Background: an optimization exercise with open tools, aiming at small area, a short achievable clock period and few clock cycles per item. Do not read the settings as production practice.
Only simulation tests tie the RTL to the original design; equivalence was not proved.

Setup of the previous run:
==> flow/design.v <==
`timescale 1ns / 1ps
`default_nettype none
module aes_sbox(
    input wire [7:0] a,
    output wire [7:0] y
);
    wire x0 = a[7], x1 = a[6], x2 = a[5], x3 = a[4], x4 = a[3], x5 = a[2], x6 = a[1], x7 = a[0];
    wire y14;
    wire y13;
    wire y9;
    wire y8;
    wire t0;
    wire y1;
    wire y4;
    wire y12;
    wire y2;
    wire y5;
    wire y3;
    wire t1;
    wire y15;
    wire y20;
    wire y6;
    wire y10;
    wire y11;
    wire y7;
    wire y17;
    wire y19;
    wire y16;
    wire y21;
    wire y18;
    wire t2;
    wire t3;
    wire t4;
    wire t5;
    wire t6;
    wire t7;
    wire t8;
    wire t9;
    wire t10;
    wire t11;
    wire t12;
    wire t13;
    wire t14;
    wire t15;
    wire t16;
    wire t17;
    wire t18;
    wire t19;
    wire t20;
    wire t21;
    wire t22;
    wire t23;
    wire t24;
    wire t25;
    wire t26;
    wire t27;
    wire t28;
    wire t29;
    wire t30;
    wire t31;
    wire t32;
    wire t33;
    wire t34;
    wire t35;
    wire t36;
    wire t37;
    wire t38;
    wire t39;
    wire t40;
    wire t41;
    wire t42;
    wire t43;
    wire t44;
    wire t45;
    wire z0;
    wire z1;
    wire z2;
    wire z3;
    wire z4;
    wire z5;
    wire z6;
    wire z7;
    wire z8;
    wire z9;
    wire z10;
    wire z11;
    wire z12;
    wire z13;
    wire z14;
    wire z15;
    wire z16;
    wire z17;
    wire t46;
    wire t47;
    wire t48;
    wire t49;
    wire t50;
    wire t51;
    wire t52;
    wire t53;
    wire t54;
    wire t55;
    wire t56;
    wire t57;
    wire t58;
    wire t59;
    wire t60;
    wire t61;
    wire t62;
    wire t63;
    wire t64;
    wire t65;
    wire t66;
    wire s0;
    wire s6;
    wire s7;
    wire t67;
    wire s3;
    wire s4;
    wire s5;
    wire s1;
    wire s2;
    assign y14 = x3 ^ x5;
    assign y13 = x0 ^ x6;
    assign y9 = x0 ^ x3;
    assign y8 = x0 ^ x5;
    assign t0 = x1 ^ x2;
    assign y1 = t0 ^ x7;
    assign y4 = y1 ^ x3;
    assign y12 = y13 ^ y14;
    assign y2 = y1 ^ x0;
    assign y5 = y1 ^ x6;
    assign y3 = y5 ^ y8;
    assign t1 = x4 ^ y12;
    assign y15 = t1 ^ x5;
    assign y20 = t1 ^ x1;
    assign y6 = y15 ^ x7;
    assign y10 = y15 ^ t0;
    assign y11 = y20 ^ y9;
    assign y7 = x7 ^ y11;
    assign y17 = y10 ^ y11;
    assign y19 = y10 ^ y8;
    assign y16 = t0 ^ y11;
    assign y21 = y13 ^ y16;
    assign y18 = x0 ^ y16;
    assign t2 = y12 & y15;
    assign t3 = y3 & y6;
    assign t4 = t3 ^ t2;
    assign t5 = y4 & x7;
    assign t6 = t5 ^ t2;
    assign t7 = y13 & y16;
    assign t8 = y5 & y1;
    assign t9 = t8 ^ t7;
    assign t10 = y2 & y7;
    assign t11 = t10 ^ t7;
    assign t12 = y9 & y11;
    assign t13 = y14 & y17;
    assign t14 = t13 ^ t12;
    assign t15 = y8 & y10;
    assign t16 = t15 ^ t12;
    assign t17 = t4 ^ t14;
    assign t18 = t6 ^ t16;
    assign t19 = t9 ^ t14;
    assign t20 = t11 ^ t16;
    assign t21 = t17 ^ y20;
    assign t22 = t18 ^ y19;
    assign t23 = t19 ^ y21;
    assign t24 = t20 ^ y18;
    assign t25 = t21 ^ t22;
    assign t26 = t21 & t23;
    assign t27 = t24 ^ t26;
    assign t28 = t25 & t27;
    assign t29 = t28 ^ t22;
    assign t30 = t23 ^ t24;
    assign t31 = t22 ^ t26;
    assign t32 = t31 & t30;
    assign t33 = t32 ^ t24;
    assign t34 = t23 ^ t33;
    assign t35 = t27 ^ t33;
    assign t36 = t24 & t35;
    assign t37 = t36 ^ t34;
    assign t38 = t27 ^ t36;
    assign t39 = t29 & t38;
    assign t40 = t25 ^ t39;
    assign t41 = t40 ^ t37;
    assign t42 = t29 ^ t33;
    assign t43 = t29 ^ t40;
    assign t44 = t33 ^ t37;
    assign t45 = t42 ^ t41;
    assign z0 = t44 & y15;
    assign z1 = t37 & y6;
    assign z2 = t33 & x7;
    assign z3 = t43 & y16;
    assign z4 = t40 & y1;
    assign z5 = t29 & y7;
    assign z6 = t42 & y11;
    assign z7 = t45 & y17;
    assign z8 = t41 & y10;
    assign z9 = t44 & y12;
    assign z10 = t37 & y3;
    assign z11 = t33 & y4;
    assign z12 = t43 & y13;
    assign z13 = t40 & y5;
    assign z14 = t29 & y2;
    assign z15 = t42 & y9;
    assign z16 = t45 & y14;
    assign z17 = t41 & y8;
    assign t46 = z15 ^ z16;
    assign t47 = z10 ^ z11;
    assign t48 = z5 ^ z13;
    assign t49 = z9 ^ z10;
    assign t50 = z2 ^ z12;
    assign t51 = z2 ^ z5;
    assign t52 = z7 ^ z8;
    assign t53 = z0 ^ z3;
    assign t54 = z6 ^ z7;
    assign t55 = z16 ^ z17;
    assign t56 = z12 ^ t48;
    assign t57 = t50 ^ t53;
    assign t58 = z4 ^ t46;
    assign t59 = z3 ^ t54;
    assign t60 = t46 ^ t57;
    assign t61 = z14 ^ t57;
    assign t62 = t52 ^ t58;
    assign t63 = t49 ^ t58;
    assign t64 = z4 ^ t59;
    assign t65 = t61 ^ t62;
    assign t66 = z1 ^ t63;
    assign s0 = t59 ^ t63;
    assign s6 = t56 ^ ~t62;
    assign s7 = t48 ^ ~t60;
    assign t67 = t64 ^ t65;
    assign s3 = t53 ^ t66;
    assign s4 = t51 ^ t66;
    assign s5 = t47 ^ t65;
    assign s1 = t64 ^ ~s3;
    assign s2 = t55 ^ ~t67;
    assign y = {s0, s1, s2, s3, s4, s5, s6, s7};
endmodule
`default_nettype wire
`timescale 1ns / 1ps
`default_nettype none
module cipher(
    input wire clk_in,
    input wire rst_in,
    input wire start,
    input wire [127:0] block_in,
    input wire [127:0] key_in,
    output logic [127:0] result_out,
    output logic valid_out
);
    logic [127:0] state;
    logic [127:0] round_key;
    logic [3:0] round;   
    assign result_out = state;
    function automatic [7:0] byte_at(input [127:0] x, input integer r, input integer c);
        byte_at = x[127 - 8 * (4 * r + c) -: 8];
    endfunction
    function automatic [7:0] xtime(input [7:0] a);
        xtime = {a[6:0], 1'b0} ^ (a[7] ? 8'h1b : 8'h00);
    endfunction
    logic [7:0] rcon;
    always_comb begin
        case (round)
            4'd1: rcon = 8'h01;
            4'd2: rcon = 8'h02;
            4'd3: rcon = 8'h04;
            4'd4: rcon = 8'h08;
            4'd5: rcon = 8'h10;
            4'd6: rcon = 8'h20;
            4'd7: rcon = 8'h40;
            4'd8: rcon = 8'h80;
            4'd9: rcon = 8'h1b;
            default: rcon = 8'h36;
        endcase
    end
    wire last = (round == 4'd10);
    logic [127:0] next_key;
    genvar r, c;
    generate
        for (r = 0; r < 4; r = r + 1) begin : g_key
            wire [7:0] sub;
            aes_sbox ks(.a(byte_at(round_key, (r + 1) % 4, 3)), .y(sub));
            wire [7:0] t = (r == 0) ? (sub ^ rcon) : sub;
            wire [7:0] k0 = byte_at(round_key, r, 0);
            wire [7:0] k1 = byte_at(round_key, r, 1);
            wire [7:0] k2 = byte_at(round_key, r, 2);
            wire [7:0] k3 = byte_at(round_key, r, 3);
            assign next_key[127 - 8 * (4 * r + 0) -: 8] = k0 ^ t;
            assign next_key[127 - 8 * (4 * r + 1) -: 8] = (k0 ^ k1) ^ t;
            assign next_key[127 - 8 * (4 * r + 2) -: 8] = (k0 ^ k1 ^ k2) ^ t;
            assign next_key[127 - 8 * (4 * r + 3) -: 8] = (k0 ^ k1 ^ k2 ^ k3) ^ t;
        end
        logic [127:0] shifted;
        for (r = 0; r < 4; r = r + 1) begin : g_row
            for (c = 0; c < 4; c = c + 1) begin : g_col
                aes_sbox sb(.a(byte_at(state, r, (c + r) % 4)),
                            .y(shifted[127 - 8 * (4 * r + c) -: 8]));
            end
        end
        logic [127:0] next_state;
        for (c = 0; c < 4; c = c + 1) begin : g_mix
            wire [7:0] a0 = byte_at(shifted, 0, c);
            wire [7:0] a1 = byte_at(shifted, 1, c);
            wire [7:0] a2 = byte_at(shifted, 2, c);
            wire [7:0] a3 = byte_at(shifted, 3, c);
            wire [7:0] tot = a0 ^ a1 ^ a2 ^ a3;
            wire [7:0] m0 = tot ^ xtime(a0 ^ a1);
            wire [7:0] m1 = tot ^ xtime(a1 ^ a2);
            wire [7:0] m2 = tot ^ xtime(a2 ^ a3);
            wire [7:0] m3 = tot ^ xtime(a3 ^ a0);
            assign next_state[127 - 8 * (4 * 0 + c) -: 8] = a0 ^ byte_at(next_key, 0, c) ^ (last ? 8'h00 : m0);
            assign next_state[127 - 8 * (4 * 1 + c) -: 8] = a1 ^ byte_at(next_key, 1, c) ^ (last ? 8'h00 : m1);
            assign next_state[127 - 8 * (4 * 2 + c) -: 8] = a2 ^ byte_at(next_key, 2, c) ^ (last ? 8'h00 : m2);
            assign next_state[127 - 8 * (4 * 3 + c) -: 8] = a3 ^ byte_at(next_key, 3, c) ^ (last ? 8'h00 : m3);
        end
    endgenerate
    always_ff @(posedge clk_in) begin
        if (start) begin
            state <= block_in ^ key_in;
            round_key <= key_in;
        end else begin
            state <= next_state;
            round_key <= next_key;
        end
    end
    always_ff @(posedge clk_in) begin
        if (rst_in) begin
            round <= 4'd0;
            valid_out <= 1'b0;
        end else begin
            valid_out <= last;
            if (start) round <= 4'd1;
            else if (last) round <= 4'd0;
            else if (round != 4'd0) round <= round + 4'd1;
        end
    end
endmodule
`default_nettype wire
Settings: LEC_CHECK=0, CAP_MARGIN=30, CORE_MARGIN=2, CORE_UTILIZATION=40, SLEW_MARGIN=40; clock period 7.0 ns.
run.sh (not shown) runs the stock make flow with config.mk's settings and CLKGATE_MAP_FILE= SYNTH_SCRIPT=/design/flow/synth_recipe.tcl, a recipe that flattens the netlist after the stock synthesis.
Testbench counts of the previous run, summed over its fixed seeds: cycles 3,072, blocks 256.
Setup changes, the previous run to the current run
==> flow/design.v, changed modules only <==
module cipher(
    input wire clk_in,
    input wire rst_in,
    input wire start,
    input wire [127:0] block_in,
    input wire [127:0] key_in,
    output logic [127:0] result_out,
    output logic valid_out
);
    logic [127:0] state;
    logic [127:0] round_key;
    logic [3:0] round;   
    assign result_out = state;
    function automatic [7:0] byte_at(input [127:0] x, input integer r, input integer c);
        byte_at = x[127 - 8 * (4 * r + c) -: 8];
    endfunction
    function automatic [7:0] xtime(input [7:0] a);
        xtime = {a[6:0], 1'b0} ^ (a[7] ? 8'h1b : 8'h00);
    endfunction
    logic [7:0] rcon;
    always_comb begin
        case (round)
            4'd1: rcon = 8'h01;
            4'd2: rcon = 8'h02;
            4'd3: rcon = 8'h04;
            4'd4: rcon = 8'h08;
            4'd5: rcon = 8'h10;
            4'd6: rcon = 8'h20;
            4'd7: rcon = 8'h40;
            4'd8: rcon = 8'h80;
            4'd9: rcon = 8'h1b;
            default: rcon = 8'h36;
        endcase
    end
    wire last = (round == 4'd10);
    logic [127:0] next_key;
    genvar r, c;
    generate
        for (r = 0; r < 4; r = r + 1) begin : g_key
            wire [7:0] sub;
            aes_sbox ks(.a(byte_at(round_key, (r + 1) % 4, 3)), .y(sub));
            wire [7:0] t = (r == 0) ? (sub ^ rcon) : sub;
            wire [7:0] k0 = byte_at(round_key, r, 0);
            wire [7:0] k1 = byte_at(round_key, r, 1);
            wire [7:0] k2 = byte_at(round_key, r, 2);
            wire [7:0] k3 = byte_at(round_key, r, 3);
            assign next_key[127 - 8 * (4 * r + 0) -: 8] = k0 ^ t;
            assign next_key[127 - 8 * (4 * r + 1) -: 8] = (k0 ^ k1) ^ t;
            assign next_key[127 - 8 * (4 * r + 2) -: 8] = (k0 ^ k1 ^ k2) ^ t;
            assign next_key[127 - 8 * (4 * r + 3) -: 8] = (k0 ^ k1 ^ k2 ^ k3) ^ t;
        end
        logic [127:0] shifted;
        for (r = 0; r < 4; r = r + 1) begin : g_row
            for (c = 0; c < 4; c = c + 1) begin : g_col
                aes_sbox sb(.a(byte_at(state, r, (c + r) % 4)),
                            .y(shifted[127 - 8 * (4 * r + c) -: 8]));
            end
        end
        logic [127:0] mixed;
        for (c = 0; c < 4; c = c + 1) begin : g_mix
            wire [7:0] a0 = byte_at(shifted, 0, c);
            wire [7:0] a1 = byte_at(shifted, 1, c);
            wire [7:0] a2 = byte_at(shifted, 2, c);
            wire [7:0] a3 = byte_at(shifted, 3, c);
            wire [7:0] tot = a0 ^ a1 ^ a2 ^ a3;
            wire [7:0] m0 = tot ^ xtime(a0 ^ a1);
            wire [7:0] m1 = tot ^ xtime(a1 ^ a2);
            wire [7:0] m2 = tot ^ xtime(a2 ^ a3);
            wire [7:0] m3 = tot ^ xtime(a3 ^ a0);
            assign mixed[127 - 8 * (4 * 0 + c) -: 8] = a0 ^ (last ? 8'h00 : m0);
            assign mixed[127 - 8 * (4 * 1 + c) -: 8] = a1 ^ (last ? 8'h00 : m1);
            assign mixed[127 - 8 * (4 * 2 + c) -: 8] = a2 ^ (last ? 8'h00 : m2);
            assign mixed[127 - 8 * (4 * 3 + c) -: 8] = a3 ^ (last ? 8'h00 : m3);
        end
    endgenerate
    wire [127:0] key_sel = start ? key_in : next_key;
    wire [127:0] data_sel = start ? block_in : mixed;
    always_ff @(posedge clk_in) begin
        state <= data_sel ^ key_sel;
        round_key <= key_sel;
    end
    always_ff @(posedge clk_in) begin
        if (rst_in) begin
            round <= 4'd0;
            valid_out <= 1'b0;
        end else begin
            valid_out <= last;
            if (start) round <= 4'd1;
            else if (last) round <= 4'd0;
            else if (round != 4'd0) round <= round + 4'd1;
        end
    end
endmodule
==> notes.md <==
- ~same share of the cycle needed by the critical path after routing in the current run and the previous run
- Estimated wirelength of the detail-placed design in the current run vs the previous run: up about 4.6%
- Summary — number of resized instances in the post-cts repair step, the current run relative to the previous run: higher, by 28.
- Compared to the previous run, the routing of the current run uses more wire.
- Relative to the previous run, core region area has gone down in the current run.
- The previous run -> the current run: cell count after placement increased by a few percent
- Higher largest fanout of any net on the critical path among the current run and the previous run: the current run
- The top achievable clock speed of the previous run and that of the current run are within noise of each other.
Testbench counts of the current run, summed over its fixed seeds: cycles 3,072, blocks 256.

what the ideal ports hide:
The results above use ideal ports. As a check the final layouts listed here were re-extracted and re-timed, cells and wires unchanged. Step 1 assumes that a clkbuf_16 drives the clock port and a buf_2 every other input. Step 2 adds t to the input delays and takes it off the output delays; t is the mean of the earliest and latest rising clock arrival at the registers after step 1. Input paths then give back, and output paths get back, about the clock's delay inside the block. Slacks: ideal / step 1 / step 2; pairs: ideal / step 1.
| run | t, ns | slack for setup (ns) | worst setup path after step 2 | worst slew at a driven data input, ns | pins driven straight from the clock port |
|---|---|---|---|---|---|
| the previous run | 0.677 | 0.177 / 0.177 / 0.177 | register to register | 0.11 | 1 |
| the current run | 0.667 | 0.173 / 0.173 / 0.173 | register to register | 0.16 | 1 |
After both steps every run listed still meets setup and hold.
